Background: an optimization exercise with open tools, aiming at small area and a short achievable clock period. Do not read the settings as production practice.
At most, simulation tests tie the RTL to the original design; equivalence was not proved.

==> inputs of job 2712 <==
Design MultiTop, start of the top module:
module MultiTop(
    input             clk,
    input      [31:0] a,
    input      [31:0] b,
    output reg [31:0] prod
);
    reg  [31:0] a_q;
    reg  [31:0] b_q;
    wire [31:0] p;
    Multi multi(
        .a(a_q),
        .b(b_q),
        .prod(p)
    );
    always @(posedge clk) begin
        a_q  <= a;
        b_q  <= b;
        prod <= p;
    end
endmodule
==> flow/config.mk <==
export PLATFORM = sky130hd
export DESIGN_NAME = MultiTop
export DESIGN_NICKNAME = MultiTop
export VERILOG_FILES = /design/flow/design.v
export SDC_FILE = /design/flow/constraint.sdc
export NUM_CORES = 4
export LEC_CHECK = 0
export CAP_MARGIN = 20
export CORE_MARGIN = 2
export CORE_UTILIZATION = 40
export SLEW_MARGIN = 80
export SYNTH_HIERARCHICAL = 1
export SYNTH_MINIMUM_KEEP_SIZE = 0
==> flow/constraint.sdc <==
create_clock -name core_clock -period 17.0 [get_ports {clk}]
set_input_delay 3.4000 -clock core_clock [delete_from_list [all_inputs] [get_ports {clk}]]
set_output_delay 3.4000 -clock core_clock [all_outputs]
set_load 0.01 [all_outputs]
run.sh (not shown) runs the stock make flow with config.mk's settings and CLKGATE_MAP_FILE= SYNTH_SCRIPT=/design/flow/synth_recipe.tcl, a recipe that flattens the netlist after the stock synthesis.
==> job 5844: changes against job 2712 <==
--- a/flow/design.v
+++ b/flow/design.v
@@ -24,24 +24,21 @@
     assign co = (a & b) | (c & (a ^ b));
 endmodule
 module HA(input a, input b, output s, output co);
     assign s = a ^ b;
     assign co = a & b;
 endmodule
 module BENC(input b2, input b1, input b0, output onen, output twon, output neg);
-    wire one, t;
-    XOR2 xone(.a(b1), .b(b0), .y(one));
-    INV ione(.a(one), .y(onen));
+    wire t, onen2;
+    XNOR xone(.a(b1), .b(b0), .y(onen));
+    XNOR xone2(.a(b1), .b(b0), .y(onen2));
     XOR2 xt(.a(b2), .b(b1), .y(t));
-    NAND2 ntwo(.a(t), .b(one), .y(twon));
+    NAND2 ntwo(.a(t), .b(onen2), .y(twon));
     assign neg = b2 & ~(b1 & b0);
 endmodule
-module INV(input a, output y);
-    assign y = ~a;
-endmodule
 module NAND2(input a, input b, output y);
     assign y = ~(a & b);
 endmodule
 module XOR2(input a, input b, output y);
     assign y = a ^ b;
 endmodule
 module AND2(input a, input b, output y);
@@ -807,15 +804,15 @@
     FA fa70(.a(pp0[19]), .b(pp1[17]), .c(pp2[15]), .s(w175), .co(w176));
     FA fa71(.a(pp3[13]), .b(pp4[11]), .c(pp5[9]), .s(w177), .co(w178));
     FA fa72(.a(pp6[7]), .b(pp7[5]), .c(pp8[3]), .s(w179), .co(w180));
     FA fa73(.a(pp9[1]), .b(w158), .c(w160), .s(w181), .co(w182));
     FA fa74(.a(w162), .b(w175), .c(w177), .s(w183), .co(w184));
     FA fa75(.a(w179), .b(w164), .c(w166), .s(w185), .co(w186));
     FA fa76(.a(w181), .b(w183), .c(w168), .s(w187), .co(w188));
-    FA fa77(.a(w170), .b(w185), .c(w187), .s(w189), .co(w190));
+    FA fa77(.a(w185), .b(w170), .c(w187), .s(w189), .co(w190));
     HA ha19(.a(w172), .b(w174), .s(w191), .co(w192));
     FA fa78(.a(neg10), .b(pp0[20]), .c(pp1[18]), .s(w193), .co(w194));
     FA fa79(.a(pp2[16]), .b(pp3[14]), .c(pp4[12]), .s(w195), .co(w196));
     FA fa80(.a(pp5[10]), .b(pp6[8]), .c(pp7[6]), .s(w197), .co(w198));
     FA fa81(.a(pp8[4]), .b(pp9[2]), .c(pp10[0]), .s(w199), .co(w200));
     FA fa82(.a(w176), .b(w178), .c(w180), .s(w201), .co(w202));
     FA fa83(.a(w193), .b(w195), .c(w197), .s(w203), .co(w204));
@@ -1104,42 +1101,42 @@
     AO21 gao25_23(.a1(p25), .a2(G24_23), .b1(g25), .x(G25_23));
     wire P25_23;
     AND2 pand25_23(.a(p25), .b(P24_23), .y(P25_23));
     wire G27_26;
     AO21 gao27_26(.a1(p27), .a2(g26), .b1(g27), .x(G27_26));
     wire P27_26;
     AND2 pand27_26(.a(p27), .b(p26), .y(P27_26));
-    wire G28_26;
-    AO21 gao28_26(.a1(p28), .a2(G27_26), .b1(g28), .x(G28_26));
-    wire P28_26;
-    AND2 pand28_26(.a(p28), .b(P27_26), .y(P28_26));
     wire G26_23;
     AO21 gao26_23(.a1(p26), .a2(G25_23), .b1(g26), .x(G26_23));
     wire P26_23;
     AND2 pand26_23(.a(p26), .b(P25_23), .y(P26_23));
     wire G27_23;
     AO21 gao27_23(.a1(P27_26), .a2(G25_23), .b1(G27_26), .x(G27_23));
     wire P27_23;
     AND2 pand27_23(.a(P27_26), .b(P25_23), .y(P27_23));
+    wire G29_28;
+    AO21 gao29_28(.a1(p29), .a2(g28), .b1(g29), .x(G29_28));
+    wire P29_28;
+    AND2 pand29_28(.a(p29), .b(p28), .y(P29_28));
+    wire G30_28;
+    AO21 gao30_28(.a1(p30), .a2(G29_28), .b1(g30), .x(G30_28));
+    wire P30_28;
+    AND2 pand30_28(.a(p30), .b(P29_28), .y(P30_28));
     wire G28_23;
-    AO21 gao28_23(.a1(P28_26), .a2(G25_23), .b1(G28_26), .x(G28_23));
+    AO21 gao28_23(.a1(p28), .a2(G27_23), .b1(g28), .x(G28_23));
     wire P28_23;
-    AND2 pand28_23(.a(P28_26), .b(P25_23), .y(P28_23));
-    wire G30_29;
-    AO21 gao30_29(.a1(p30), .a2(g29), .b1(g30), .x(G30_29));
-    wire P30_29;
-    AND2 pand30_29(.a(p30), .b(p29), .y(P30_29));
+    AND2 pand28_23(.a(p28), .b(P27_23), .y(P28_23));
     wire G29_23;
-    AO21 gao29_23(.a1(p29), .a2(G28_23), .b1(g29), .x(G29_23));
+    AO21 gao29_23(.a1(P29_28), .a2(G27_23), .b1(G29_28), .x(G29_23));
     wire P29_23;
-    AND2 pand29_23(.a(p29), .b(P28_23), .y(P29_23));
+    AND2 pand29_23(.a(P29_28), .b(P27_23), .y(P29_23));
     wire G30_23;
-    AO21 gao30_23(.a1(P30_29), .a2(G28_23), .b1(G30_29), .x(G30_23));
+    AO21 gao30_23(.a1(P30_28), .a2(G27_23), .b1(G30_28), .x(G30_23));
     wire P30_23;
-    AND2 pand30_23(.a(P30_29), .b(P28_23), .y(P30_23));
+    AND2 pand30_23(.a(P30_28), .b(P27_23), .y(P30_23));
     wire G23_6;
     AO21 gao23_6(.a1(p23), .a2(G22_6), .b1(g23), .x(G23_6));
     wire G24_6;
     AO21 gao24_6(.a1(P24_23), .a2(G22_6), .b1(G24_23), .x(G24_6));
     wire G25_6;
     AO21 gao25_6(.a1(P25_23), .a2(G22_6), .b1(G25_23), .x(G25_6));
     wire G26_6;
@@ -1196,16 +1193,16 @@
     XOR2 txw479(.a(w474), .b(w475), .y(w479));
     XOR2 txw480(.a(w476), .b(w477), .y(w480));
     XOR2 txw481(.a(w478), .b(w444), .y(w481));
     XOR2 txw482(.a(w446), .b(w448), .y(w482));
     XOR2 txw483(.a(w450), .b(w479), .y(w483));
     XOR2 txw484(.a(w480), .b(w481), .y(w484));
     XOR2 txw485(.a(w482), .b(w483), .y(w485));
-    XOR2 txw486(.a(w452), .b(w454), .y(w486));
-    XOR2 txw487(.a(w484), .b(w485), .y(w487));
+    XOR2 txw486(.a(w452), .b(w484), .y(w486));
+    XOR2 txw487(.a(w454), .b(w485), .y(w487));
     XOR2 txw488(.a(w486), .b(w487), .y(w488));
     XOR2 txw489(.a(w456), .b(w488), .y(w489));
     XOR2 txw490(.a(w458), .b(w489), .y(w490));
     XOR2 txw491(.a(w490), .b(w460), .y(w491));
     XOR2 txw492(.a(w491), .b(w462), .y(w492));
     XOR2 sx31(.a(w492), .b(G30_6), .y(prod[31]));
 endmodule
==> flow/flow/run.sh (new file) <==
#!/bin/bash
# The standard layout (the standard.sh, standard synthesis included), except that the
# buffers buffer_ports puts on every input and output port are buf_1 cells rather than the
# clkdlybuf4s50_1 delay cells it picks by default. The make output goes to standard.log;
# ORFS keeps each step's own log under orfs/logs/.
set -euo pipefail
bash standard.sh BUFFER_PORTS_ARGS="-buffer_cell sky130_fd_sc_hd__buf_1" finish > standard.log 2>&1
==> flow/standard.sh (new file) <==
#!/bin/bash
# synth_recipe.tcl (not shown) runs the flow's synth.tcl, then flattens the netlist and writes it again
# the make line also repeats each setting of config.mk as NAME=value (left out here)
make -C /OpenROAD-flow-scripts/flow DESIGN_CONFIG=/design/flow/config.mk WORK_HOME=/design/flow/orfs CLKGATE_MAP_FILE= SYNTH_SCRIPT=/design/flow/synth_recipe.tcl "${@:-finish}"
==> flow/config.mk (replaced) <==
export PLATFORM = sky130hd
export DESIGN_NAME = MultiTop
export DESIGN_NICKNAME = MultiTop
export VERILOG_FILES = /design/flow/design.v
export SDC_FILE = /design/flow/constraint.sdc
export NUM_CORES = 4
export LEC_CHECK = 0
export CAP_MARGIN = 20
export CORE_MARGIN = 2
export CORE_UTILIZATION = 40
export SLEW_MARGIN = 78
export SYNTH_HIERARCHICAL = 1
export SYNTH_MINIMUM_KEEP_SIZE = 0
removed: flow/run.sh
==> job 3584: changes against job 2712 <==
--- a/flow/design.v
+++ b/flow/design.v
@@ -24,24 +24,21 @@
     assign co = (a & b) | (c & (a ^ b));
 endmodule
 module HA(input a, input b, output s, output co);
     assign s = a ^ b;
     assign co = a & b;
 endmodule
 module BENC(input b2, input b1, input b0, output onen, output twon, output neg);
-    wire one, t;
-    XOR2 xone(.a(b1), .b(b0), .y(one));
-    INV ione(.a(one), .y(onen));
+    wire t, onen2;
+    XNOR xone(.a(b1), .b(b0), .y(onen));
+    XNOR xone2(.a(b1), .b(b0), .y(onen2));
     XOR2 xt(.a(b2), .b(b1), .y(t));
-    NAND2 ntwo(.a(t), .b(one), .y(twon));
+    NAND2 ntwo(.a(t), .b(onen2), .y(twon));
     assign neg = b2 & ~(b1 & b0);
 endmodule
-module INV(input a, output y);
-    assign y = ~a;
-endmodule
 module NAND2(input a, input b, output y);
     assign y = ~(a & b);
 endmodule
 module XOR2(input a, input b, output y);
     assign y = a ^ b;
 endmodule
 module AND2(input a, input b, output y);
@@ -807,15 +804,15 @@
     FA fa70(.a(pp0[19]), .b(pp1[17]), .c(pp2[15]), .s(w175), .co(w176));
     FA fa71(.a(pp3[13]), .b(pp4[11]), .c(pp5[9]), .s(w177), .co(w178));
     FA fa72(.a(pp6[7]), .b(pp7[5]), .c(pp8[3]), .s(w179), .co(w180));
     FA fa73(.a(pp9[1]), .b(w158), .c(w160), .s(w181), .co(w182));
     FA fa74(.a(w162), .b(w175), .c(w177), .s(w183), .co(w184));
     FA fa75(.a(w179), .b(w164), .c(w166), .s(w185), .co(w186));
     FA fa76(.a(w181), .b(w183), .c(w168), .s(w187), .co(w188));
-    FA fa77(.a(w170), .b(w185), .c(w187), .s(w189), .co(w190));
+    FA fa77(.a(w185), .b(w170), .c(w187), .s(w189), .co(w190));
     HA ha19(.a(w172), .b(w174), .s(w191), .co(w192));
     FA fa78(.a(neg10), .b(pp0[20]), .c(pp1[18]), .s(w193), .co(w194));
     FA fa79(.a(pp2[16]), .b(pp3[14]), .c(pp4[12]), .s(w195), .co(w196));
     FA fa80(.a(pp5[10]), .b(pp6[8]), .c(pp7[6]), .s(w197), .co(w198));
     FA fa81(.a(pp8[4]), .b(pp9[2]), .c(pp10[0]), .s(w199), .co(w200));
     FA fa82(.a(w176), .b(w178), .c(w180), .s(w201), .co(w202));
     FA fa83(.a(w193), .b(w195), .c(w197), .s(w203), .co(w204));
@@ -1104,42 +1101,42 @@
     AO21 gao25_23(.a1(p25), .a2(G24_23), .b1(g25), .x(G25_23));
     wire P25_23;
     AND2 pand25_23(.a(p25), .b(P24_23), .y(P25_23));
     wire G27_26;
     AO21 gao27_26(.a1(p27), .a2(g26), .b1(g27), .x(G27_26));
     wire P27_26;
     AND2 pand27_26(.a(p27), .b(p26), .y(P27_26));
-    wire G28_26;
-    AO21 gao28_26(.a1(p28), .a2(G27_26), .b1(g28), .x(G28_26));
-    wire P28_26;
-    AND2 pand28_26(.a(p28), .b(P27_26), .y(P28_26));
     wire G26_23;
     AO21 gao26_23(.a1(p26), .a2(G25_23), .b1(g26), .x(G26_23));
     wire P26_23;
     AND2 pand26_23(.a(p26), .b(P25_23), .y(P26_23));
     wire G27_23;
     AO21 gao27_23(.a1(P27_26), .a2(G25_23), .b1(G27_26), .x(G27_23));
     wire P27_23;
     AND2 pand27_23(.a(P27_26), .b(P25_23), .y(P27_23));
+    wire G29_28;
+    AO21 gao29_28(.a1(p29), .a2(g28), .b1(g29), .x(G29_28));
+    wire P29_28;
+    AND2 pand29_28(.a(p29), .b(p28), .y(P29_28));
+    wire G30_28;
+    AO21 gao30_28(.a1(p30), .a2(G29_28), .b1(g30), .x(G30_28));
+    wire P30_28;
+    AND2 pand30_28(.a(p30), .b(P29_28), .y(P30_28));
     wire G28_23;
-    AO21 gao28_23(.a1(P28_26), .a2(G25_23), .b1(G28_26), .x(G28_23));
+    AO21 gao28_23(.a1(p28), .a2(G27_23), .b1(g28), .x(G28_23));
     wire P28_23;
-    AND2 pand28_23(.a(P28_26), .b(P25_23), .y(P28_23));
-    wire G30_29;
-    AO21 gao30_29(.a1(p30), .a2(g29), .b1(g30), .x(G30_29));
-    wire P30_29;
-    AND2 pand30_29(.a(p30), .b(p29), .y(P30_29));
+    AND2 pand28_23(.a(p28), .b(P27_23), .y(P28_23));
     wire G29_23;
-    AO21 gao29_23(.a1(p29), .a2(G28_23), .b1(g29), .x(G29_23));
+    AO21 gao29_23(.a1(P29_28), .a2(G27_23), .b1(G29_28), .x(G29_23));
     wire P29_23;
-    AND2 pand29_23(.a(p29), .b(P28_23), .y(P29_23));
+    AND2 pand29_23(.a(P29_28), .b(P27_23), .y(P29_23));
     wire G30_23;
-    AO21 gao30_23(.a1(P30_29), .a2(G28_23), .b1(G30_29), .x(G30_23));
+    AO21 gao30_23(.a1(P30_28), .a2(G27_23), .b1(G30_28), .x(G30_23));
     wire P30_23;
-    AND2 pand30_23(.a(P30_29), .b(P28_23), .y(P30_23));
+    AND2 pand30_23(.a(P30_28), .b(P27_23), .y(P30_23));
     wire G23_6;
     AO21 gao23_6(.a1(p23), .a2(G22_6), .b1(g23), .x(G23_6));
     wire G24_6;
     AO21 gao24_6(.a1(P24_23), .a2(G22_6), .b1(G24_23), .x(G24_6));
     wire G25_6;
     AO21 gao25_6(.a1(P25_23), .a2(G22_6), .b1(G25_23), .x(G25_6));
     wire G26_6;
@@ -1196,16 +1193,16 @@
     XOR2 txw479(.a(w474), .b(w475), .y(w479));
     XOR2 txw480(.a(w476), .b(w477), .y(w480));
     XOR2 txw481(.a(w478), .b(w444), .y(w481));
     XOR2 txw482(.a(w446), .b(w448), .y(w482));
     XOR2 txw483(.a(w450), .b(w479), .y(w483));
     XOR2 txw484(.a(w480), .b(w481), .y(w484));
     XOR2 txw485(.a(w482), .b(w483), .y(w485));
-    XOR2 txw486(.a(w452), .b(w454), .y(w486));
-    XOR2 txw487(.a(w484), .b(w485), .y(w487));
+    XOR2 txw486(.a(w452), .b(w484), .y(w486));
+    XOR2 txw487(.a(w454), .b(w485), .y(w487));
     XOR2 txw488(.a(w486), .b(w487), .y(w488));
     XOR2 txw489(.a(w456), .b(w488), .y(w489));
     XOR2 txw490(.a(w458), .b(w489), .y(w490));
     XOR2 txw491(.a(w490), .b(w460), .y(w491));
     XOR2 txw492(.a(w491), .b(w462), .y(w492));
     XOR2 sx31(.a(w492), .b(G30_6), .y(prod[31]));
 endmodule
==> flow/flow/run.sh (new file) <==
#!/bin/bash
# The standard layout (the standard.sh, standard synthesis included), with two changes:
# - buffer_ports puts buf_1 cells on the ports rather than clkdlybuf4s50_1 delay cells;
# - before the placement-stage repair_design, flow/fanout.tcl sets a max fanout, so that
#   repair_design buffers the high-fanout select nets.
# The make output goes to standard.log; ORFS keeps each step's own log under orfs/logs/.
set -euo pipefail
bash standard.sh BUFFER_PORTS_ARGS="-buffer_cell sky130_fd_sc_hd__buf_1" PRE_RESIZE_TCL="$(pwd)/flow/fanout.tcl" finish > standard.log 2>&1
==> flow/flow/fanout.tcl (new file) <==
# Buffer high-fanout nets (the Booth select lines): repair_design splits any net above this fanout.
set_max_fanout 14 [current_design]
==> flow/standard.sh (new file) <==
#!/bin/bash
# synth_recipe.tcl (not shown) runs the flow's synth.tcl, then flattens the netlist and writes it again
# the make line also repeats each setting of config.mk as NAME=value (left out here)
make -C /OpenROAD-flow-scripts/flow DESIGN_CONFIG=/design/flow/config.mk WORK_HOME=/design/flow/orfs CLKGATE_MAP_FILE= SYNTH_SCRIPT=/design/flow/synth_recipe.tcl "${@:-finish}"
==> flow/config.mk (replaced) <==
export PLATFORM = sky130hd
export DESIGN_NAME = MultiTop
export DESIGN_NICKNAME = MultiTop
export VERILOG_FILES = /design/flow/design.v
export SDC_FILE = /design/flow/constraint.sdc
export NUM_CORES = 4
export LEC_CHECK = 0
export CAP_MARGIN = 20
export CORE_MARGIN = 2
export CORE_UTILIZATION = 40
export SLEW_MARGIN = 20
export SYNTH_HIERARCHICAL = 1
export SYNTH_MINIMUM_KEEP_SIZE = 0
removed: flow/run.sh
==> job 8279: changes against job 2712 <==
--- a/flow/design.v
+++ b/flow/design.v
@@ -24,24 +24,21 @@
     assign co = (a & b) | (c & (a ^ b));
 endmodule
 module HA(input a, input b, output s, output co);
     assign s = a ^ b;
     assign co = a & b;
 endmodule
 module BENC(input b2, input b1, input b0, output onen, output twon, output neg);
-    wire one, t;
-    XOR2 xone(.a(b1), .b(b0), .y(one));
-    INV ione(.a(one), .y(onen));
+    wire t, onen2;
+    XNOR xone(.a(b1), .b(b0), .y(onen));
+    XNOR xone2(.a(b1), .b(b0), .y(onen2));
     XOR2 xt(.a(b2), .b(b1), .y(t));
-    NAND2 ntwo(.a(t), .b(one), .y(twon));
+    NAND2 ntwo(.a(t), .b(onen2), .y(twon));
     assign neg = b2 & ~(b1 & b0);
 endmodule
-module INV(input a, output y);
-    assign y = ~a;
-endmodule
 module NAND2(input a, input b, output y);
     assign y = ~(a & b);
 endmodule
 module XOR2(input a, input b, output y);
     assign y = a ^ b;
 endmodule
 module AND2(input a, input b, output y);
@@ -807,15 +804,15 @@
     FA fa70(.a(pp0[19]), .b(pp1[17]), .c(pp2[15]), .s(w175), .co(w176));
     FA fa71(.a(pp3[13]), .b(pp4[11]), .c(pp5[9]), .s(w177), .co(w178));
     FA fa72(.a(pp6[7]), .b(pp7[5]), .c(pp8[3]), .s(w179), .co(w180));
     FA fa73(.a(pp9[1]), .b(w158), .c(w160), .s(w181), .co(w182));
     FA fa74(.a(w162), .b(w175), .c(w177), .s(w183), .co(w184));
     FA fa75(.a(w179), .b(w164), .c(w166), .s(w185), .co(w186));
     FA fa76(.a(w181), .b(w183), .c(w168), .s(w187), .co(w188));
-    FA fa77(.a(w170), .b(w185), .c(w187), .s(w189), .co(w190));
+    FA fa77(.a(w185), .b(w170), .c(w187), .s(w189), .co(w190));
     HA ha19(.a(w172), .b(w174), .s(w191), .co(w192));
     FA fa78(.a(neg10), .b(pp0[20]), .c(pp1[18]), .s(w193), .co(w194));
     FA fa79(.a(pp2[16]), .b(pp3[14]), .c(pp4[12]), .s(w195), .co(w196));
     FA fa80(.a(pp5[10]), .b(pp6[8]), .c(pp7[6]), .s(w197), .co(w198));
     FA fa81(.a(pp8[4]), .b(pp9[2]), .c(pp10[0]), .s(w199), .co(w200));
     FA fa82(.a(w176), .b(w178), .c(w180), .s(w201), .co(w202));
     FA fa83(.a(w193), .b(w195), .c(w197), .s(w203), .co(w204));
@@ -1104,42 +1101,42 @@
     AO21 gao25_23(.a1(p25), .a2(G24_23), .b1(g25), .x(G25_23));
     wire P25_23;
     AND2 pand25_23(.a(p25), .b(P24_23), .y(P25_23));
     wire G27_26;
     AO21 gao27_26(.a1(p27), .a2(g26), .b1(g27), .x(G27_26));
     wire P27_26;
     AND2 pand27_26(.a(p27), .b(p26), .y(P27_26));
-    wire G28_26;
-    AO21 gao28_26(.a1(p28), .a2(G27_26), .b1(g28), .x(G28_26));
-    wire P28_26;
-    AND2 pand28_26(.a(p28), .b(P27_26), .y(P28_26));
     wire G26_23;
     AO21 gao26_23(.a1(p26), .a2(G25_23), .b1(g26), .x(G26_23));
     wire P26_23;
     AND2 pand26_23(.a(p26), .b(P25_23), .y(P26_23));
     wire G27_23;
     AO21 gao27_23(.a1(P27_26), .a2(G25_23), .b1(G27_26), .x(G27_23));
     wire P27_23;
     AND2 pand27_23(.a(P27_26), .b(P25_23), .y(P27_23));
+    wire G29_28;
+    AO21 gao29_28(.a1(p29), .a2(g28), .b1(g29), .x(G29_28));
+    wire P29_28;
+    AND2 pand29_28(.a(p29), .b(p28), .y(P29_28));
+    wire G30_28;
+    AO21 gao30_28(.a1(p30), .a2(G29_28), .b1(g30), .x(G30_28));
+    wire P30_28;
+    AND2 pand30_28(.a(p30), .b(P29_28), .y(P30_28));
     wire G28_23;
-    AO21 gao28_23(.a1(P28_26), .a2(G25_23), .b1(G28_26), .x(G28_23));
+    AO21 gao28_23(.a1(p28), .a2(G27_23), .b1(g28), .x(G28_23));
     wire P28_23;
-    AND2 pand28_23(.a(P28_26), .b(P25_23), .y(P28_23));
-    wire G30_29;
-    AO21 gao30_29(.a1(p30), .a2(g29), .b1(g30), .x(G30_29));
-    wire P30_29;
-    AND2 pand30_29(.a(p30), .b(p29), .y(P30_29));
+    AND2 pand28_23(.a(p28), .b(P27_23), .y(P28_23));
     wire G29_23;
-    AO21 gao29_23(.a1(p29), .a2(G28_23), .b1(g29), .x(G29_23));
+    AO21 gao29_23(.a1(P29_28), .a2(G27_23), .b1(G29_28), .x(G29_23));
     wire P29_23;
-    AND2 pand29_23(.a(p29), .b(P28_23), .y(P29_23));
+    AND2 pand29_23(.a(P29_28), .b(P27_23), .y(P29_23));
     wire G30_23;
-    AO21 gao30_23(.a1(P30_29), .a2(G28_23), .b1(G30_29), .x(G30_23));
+    AO21 gao30_23(.a1(P30_28), .a2(G27_23), .b1(G30_28), .x(G30_23));
     wire P30_23;
-    AND2 pand30_23(.a(P30_29), .b(P28_23), .y(P30_23));
+    AND2 pand30_23(.a(P30_28), .b(P27_23), .y(P30_23));
     wire G23_6;
     AO21 gao23_6(.a1(p23), .a2(G22_6), .b1(g23), .x(G23_6));
     wire G24_6;
     AO21 gao24_6(.a1(P24_23), .a2(G22_6), .b1(G24_23), .x(G24_6));
     wire G25_6;
     AO21 gao25_6(.a1(P25_23), .a2(G22_6), .b1(G25_23), .x(G25_6));
     wire G26_6;
@@ -1196,16 +1193,16 @@
     XOR2 txw479(.a(w474), .b(w475), .y(w479));
     XOR2 txw480(.a(w476), .b(w477), .y(w480));
     XOR2 txw481(.a(w478), .b(w444), .y(w481));
     XOR2 txw482(.a(w446), .b(w448), .y(w482));
     XOR2 txw483(.a(w450), .b(w479), .y(w483));
     XOR2 txw484(.a(w480), .b(w481), .y(w484));
     XOR2 txw485(.a(w482), .b(w483), .y(w485));
-    XOR2 txw486(.a(w452), .b(w454), .y(w486));
-    XOR2 txw487(.a(w484), .b(w485), .y(w487));
+    XOR2 txw486(.a(w452), .b(w484), .y(w486));
+    XOR2 txw487(.a(w454), .b(w485), .y(w487));
     XOR2 txw488(.a(w486), .b(w487), .y(w488));
     XOR2 txw489(.a(w456), .b(w488), .y(w489));
     XOR2 txw490(.a(w458), .b(w489), .y(w490));
     XOR2 txw491(.a(w490), .b(w460), .y(w491));
     XOR2 txw492(.a(w491), .b(w462), .y(w492));
     XOR2 sx31(.a(w492), .b(G30_6), .y(prod[31]));
 endmodule
==> flow/flow/run.sh (new file) <==
#!/bin/bash
# The standard layout (the standard.sh, standard synthesis included), except that the
# buffers buffer_ports puts on every input and output port are buf_1 cells rather than the
# clkdlybuf4s50_1 delay cells it picks by default. The make output goes to standard.log;
# ORFS keeps each step's own log under orfs/logs/.
set -euo pipefail
bash standard.sh BUFFER_PORTS_ARGS="-buffer_cell sky130_fd_sc_hd__buf_1" finish > standard.log 2>&1
==> flow/standard.sh (new file) <==
#!/bin/bash
# synth_recipe.tcl (not shown) runs the flow's synth.tcl, then flattens the netlist and writes it again
# the make line also repeats each setting of config.mk as NAME=value (left out here)
make -C /OpenROAD-flow-scripts/flow DESIGN_CONFIG=/design/flow/config.mk WORK_HOME=/design/flow/orfs CLKGATE_MAP_FILE= SYNTH_SCRIPT=/design/flow/synth_recipe.tcl "${@:-finish}"
==> flow/config.mk (replaced) <==
export PLATFORM = sky130hd
export DESIGN_NAME = MultiTop
export DESIGN_NICKNAME = MultiTop
export VERILOG_FILES = /design/flow/design.v
export SDC_FILE = /design/flow/constraint.sdc
export NUM_CORES = 4
export LEC_CHECK = 0
export CAP_MARGIN = 20
export CORE_MARGIN = 2
export CORE_UTILIZATION = 55
export SLEW_MARGIN = 75
export SYNTH_HIERARCHICAL = 1
export SYNTH_MINIMUM_KEEP_SIZE = 0
removed: flow/run.sh
==> impl_metrics.ini <==
[run_status]
status = finished clean

[clock_network]
clk_latency_ps = 380

[detailed_routing]
met1_length_um = 15300

[critical_path]
cpMostUsedCell = fa_1

[placed_design]
place_worst_setup_slack_ps = 11340

[sta]
setup_ws_ps = 11290
-- figures above: job 2712

==> impl_metrics.ini <==
[sta]
setup_ws_ps = 11390

[global_route]
use_met3_pct = 3.17

[clock_network]
clk_latency_ps = 380

[run_status]
status = finished clean

[detailed_routing]
met1_length_um = 15300

[floorplan]
taps = 396

[placed_design]
place_worst_setup_slack_ps = 11400

[synth]
synth_fp_nets = 1446
-- figures above: job 5844

==> impl_metrics.ini <==
[placed_design]
place_worst_setup_slack_ps = 8530

[detailed_routing]
met1_length_um = 16000
vias_per_cell = 5.82

[sta]
setup_ws_ps = 8470

[clock_network]
clkTransAtPathRegs_ps = 70

[run_status]
status = finished clean
-- figures above: job 3584

==> impl_metrics.ini <==
[detailed_routing]
met1_length_um = 15000

[sta]
setup_ws_ps = 11350

[run_status]
status = finished clean

[critical_path]
cpMostUsedCell = fa_1

[clock_network]
clk_latency_ps = 370
-- figures above: job 8279

Only the layout flow was run in job 2712; the RTL was not checked for function there.

what the ideal ports hide:
The flow's constraints put no driver on any port. The routed layouts listed below were extracted and timed again, unchanged, in two steps.
Step 1: set_driving_cell puts a clkbuf_16 on clk and a buf_2 on each other input, an assumption about the parent block.
Step 2 times the ports against the registers' clock, not the clock port: input delays grow and output delays shrink by t, the midpoint of the rising clock arrivals with the driver on.
a / b / c = ideal ports / drivers / drivers and shift; a / b = the first two.
| run | t (ns) | slack for setup (ns) | clock arrival spread, ns |
|---|---|---|---|
| job 2712 | 0.422 | 11.288 / 11.288 / 11.288 | 0.013 / 0.013 |
| job 5844 | 0.420 | 11.389 / 11.389 / 11.389 | 0.016 / 0.016 |
| job 3584 | 0.428 | 8.473 / 8.473 / 8.473 | 0.013 / 0.012 |
| job 8279 | 0.409 | 11.352 / 11.352 / 11.352 | 0.010 / 0.009 |
After both steps setup and hold are still met in every run listed.
